This design comes from an exercise in tuning for small area on the open sky130 flow, not from production work.
RTL that was checked went through simulation tests only; none was proved equivalent to the original.
Power figures rest on the tool's default switching activity, not on a simulated workload.

Design rgb2gray_uhd_4ppc, start of the top module:
module rgb2gray_uhd_4ppc
(
    input [95:0] VIDEO_IN_tdata,
    input VIDEO_IN_tlast,
    output VIDEO_IN_tready,
    input VIDEO_IN_tuser,
    input VIDEO_IN_tvalid,
    input s_axis_video_aclk,
    output [31:0] VIDEO_OUT_tdata,
    output VIDEO_OUT_tlast,
    input VIDEO_OUT_tready,
    output VIDEO_OUT_tuser,
    output VIDEO_OUT_tvalid
);
Size in the first run: about 670 cells after synthesis.
clock: 4.0 ns
lec_check: 0
cap_margin: 20
core_margin: 2
core_utilization: 40
cts_buf_list: sky130_fd_sc_hd__clkbuf_16
cts_cluster_diameter: 80
cts_cluster_size: 25
gpl_timing_driven: 0
slew_margin: 20
synth_hierarchical: 1
standard.sh (not shown) runs the stock make flow with config.mk's settings and CLKGATE_MAP_FILE= SYNTH_SCRIPT=/design/flow/synth_recipe.tcl, a recipe that flattens the netlist after the stock synthesis.
==> flow/flow/run.sh <==
#!/bin/bash
# Standard layout, with plain buf_1 cells as the port buffers and a clock tree
# without dummy loads.
set -euo pipefail
export BUFFER_PORTS_ARGS="-buffer_cell sky130_fd_sc_hd__buf_1"
export CTS_ARGS="-sink_clustering_enable -repair_clock_nets -sink_clustering_size 25 -sink_clustering_max_diameter 80 -buf_list sky130_fd_sc_hd__clkbuf_16 -dont_use_dummy_load"
bash standard.sh > standard.log 2>&1
The baseline ran to the end with no violations.
==> next run, changes <==
--- a/flow/design.v
+++ b/flow/design.v
@@ -382,31 +382,31 @@
             rg_fa u130 (.a(fs73), .b(fc104), .c(fs105), .s(fs129), .co(fc130));
             rg_fa u132 (.a(fc106), .b(fs107), .c(fs77), .s(fs131), .co(fc132));
             rg_fa u134 (.a(fc108), .b(fs81), .c(fs109), .s(fs133), .co(fc134));
             rg_fa u136 (.a(fs85), .b(fc110), .c(fs111), .s(fs135), .co(fc136));
             rg_fa u138 (.a(fs89), .b(fc112), .c(fs113), .s(fs137), .co(fc138));
             rg_fa u140 (.a(fs93), .b(fc114), .c(fs115), .s(fs139), .co(fc140));
             rg_fa u142 (.a(fc94), .b(fs117), .c(fc116), .s(fs141), .co(fc142));
             rg_fa u144 (.a(fc98), .b(fs119), .c(fc118), .s(fs143), .co(fc144));
             rg_fa u146 (.a(a[7]), .b(c[6]), .c(fc120), .s(fs145), .co(fc146));
         wire [8:0] lc;
         assign lc[0] = 1'b0;
         assign lc[1] = (a[0] & b[0]) | (lc[0] & (a[0] | b[0]));
-        assign lc[2] = (c[0] & hs121) | (lc[1] & (c[0] | hs121));
-        assign lc[3] = (hc122 & fs123) | (lc[2] & (hc122 | fs123));
-        assign lc[4] = (fc124 & fs125) | (lc[3] & (fc124 | fs125));
-        assign lc[5] = (fc126 & fs127) | (lc[4] & (fc126 | fs127));
-        assign lc[6] = (fc128 & fs129) | (lc[5] & (fc128 | fs129));
-        assign lc[7] = (fc130 & fs131) | (lc[6] & (fc130 | fs131));
-        assign lc[8] = (fc132 & fs133) | (lc[7] & (fc132 | fs133));
+        rg_maj m1 (.a(c[0]), .b(hs121), .c(lc[1]), .y(lc[2]));
+        rg_maj m2 (.a(hc122), .b(fs123), .c(lc[2]), .y(lc[3]));
+        rg_maj m3 (.a(fc124), .b(fs125), .c(lc[3]), .y(lc[4]));
+        rg_maj m4 (.a(fc126), .b(fs127), .c(lc[4]), .y(lc[5]));
+        rg_maj m5 (.a(fc128), .b(fs129), .c(lc[5]), .y(lc[6]));
+        rg_maj m6 (.a(fc130), .b(fs131), .c(lc[6]), .y(lc[7]));
+        rg_maj m7 (.a(fc132), .b(fs133), .c(lc[7]), .y(lc[8]));
         assign c8[k] = lc[8];
         assign hx[8*k+:8] = {1'b0, c[7], fs145, fs143, fc140, fc138, fc136, fc134};
         assign hy[8*k+:8] = {1'b0, fc146, fc144, fc142, fs141, fs139, fs137, fs135};
         wire [8:0] rc;
         assign rc[0] = c1[k];
         rg_fa f2_0 (.a(x1[8*k+0]), .b(y1[8*k+0]), .c(rc[0]), .s(gray[8*k+0]), .co(rc[1]));
         rg_fa f2_1 (.a(x1[8*k+1]), .b(y1[8*k+1]), .c(rc[1]), .s(gray[8*k+1]), .co(rc[2]));
         rg_fa f2_2 (.a(x1[8*k+2]), .b(y1[8*k+2]), .c(rc[2]), .s(gray[8*k+2]), .co(rc[3]));
         rg_fa f2_3 (.a(x1[8*k+3]), .b(y1[8*k+3]), .c(rc[3]), .s(gray[8*k+3]), .co(rc[4]));
         rg_fa f2_4 (.a(x1[8*k+4]), .b(y1[8*k+4]), .c(rc[4]), .s(gray[8*k+4]), .co(rc[5]));
         rg_fa f2_5 (.a(x1[8*k+5]), .b(y1[8*k+5]), .c(rc[5]), .s(gray[8*k+5]), .co(rc[6]));
         rg_fa f2_6 (.a(x1[8*k+6]), .b(y1[8*k+6]), .c(rc[6]), .s(gray[8*k+6]), .co(rc[7]));
@@ -425,16 +425,19 @@
     r5 <= r4;
     r6 <= r5;
     r7 <= r6;
 end
 assign VIDEO_OUT_tdata = r7[31:0];
 assign {VIDEO_OUT_tlast, VIDEO_OUT_tuser, VIDEO_OUT_tvalid} = r7[34:32];
 assign VIDEO_IN_tready = VIDEO_OUT_tready;
 endmodule
 module rg_fa (input a, input b, input c, output s, output co);
 assign s = a ^ b ^ c;
 assign co = (a & b) | (a & c) | (b & c);
 endmodule
+module rg_maj (input a, input b, input c, output y);
+assign y = (a & b) | (a & c) | (b & c);
+endmodule
 module rg_ha (input a, input b, output s, output co);
 assign s = a ^ b;
 assign co = a & b;
 endmodule
Synthesized cell count came out lower by 6.3%.
Die area goes down by 0.77%.
Cell area went down by 0.71%.
Worst hold slack gets worse by 0.011 ns.
Non-clock buffer count is unchanged.
Power decreases by 3.9%.
Synthesized area drops by 0.79%.
Maximum frequency shrinks by 2.7%.
Clock skew shrinks by 0.0043 ns.
The RTL of the second run of this note was laid out without a check of its function.

## re-timing with driven ports
The flow's constraints put no driver on any port. The routed layouts listed below were extracted and timed again, unchanged, in two steps.
Step 1 sets driving cells, clkbuf_16 on the clock port and buf_2 on the other inputs (assumed; they add their load-dependent delay and slew).
Step 2 moves the port delays by t, midway between the first and last clock arrival at a register: inputs arrive t later, outputs are due t later. That takes back most of the time a late clock gives input paths.
a / b / c = ideal ports / drivers / drivers and shift; a / b = the first two.
run	t (ns)	setup slack, ns	worst hold slack (ns)	pins driven straight from the clock port
the first run	0.507	0.337 / 0.355 / -0.152	0.306 / 0.306 / 0.306	1
the second run	0.492	0.237 / 0.256 / -0.237	0.295 / 0.295 / 0.295	1
With both steps, setup timing fails in the first run and the second run, where it was met with ideal ports. The setup slack of the first run, which loses most, moves by +0.018 ns with the drivers and by -0.489 ns with both steps.
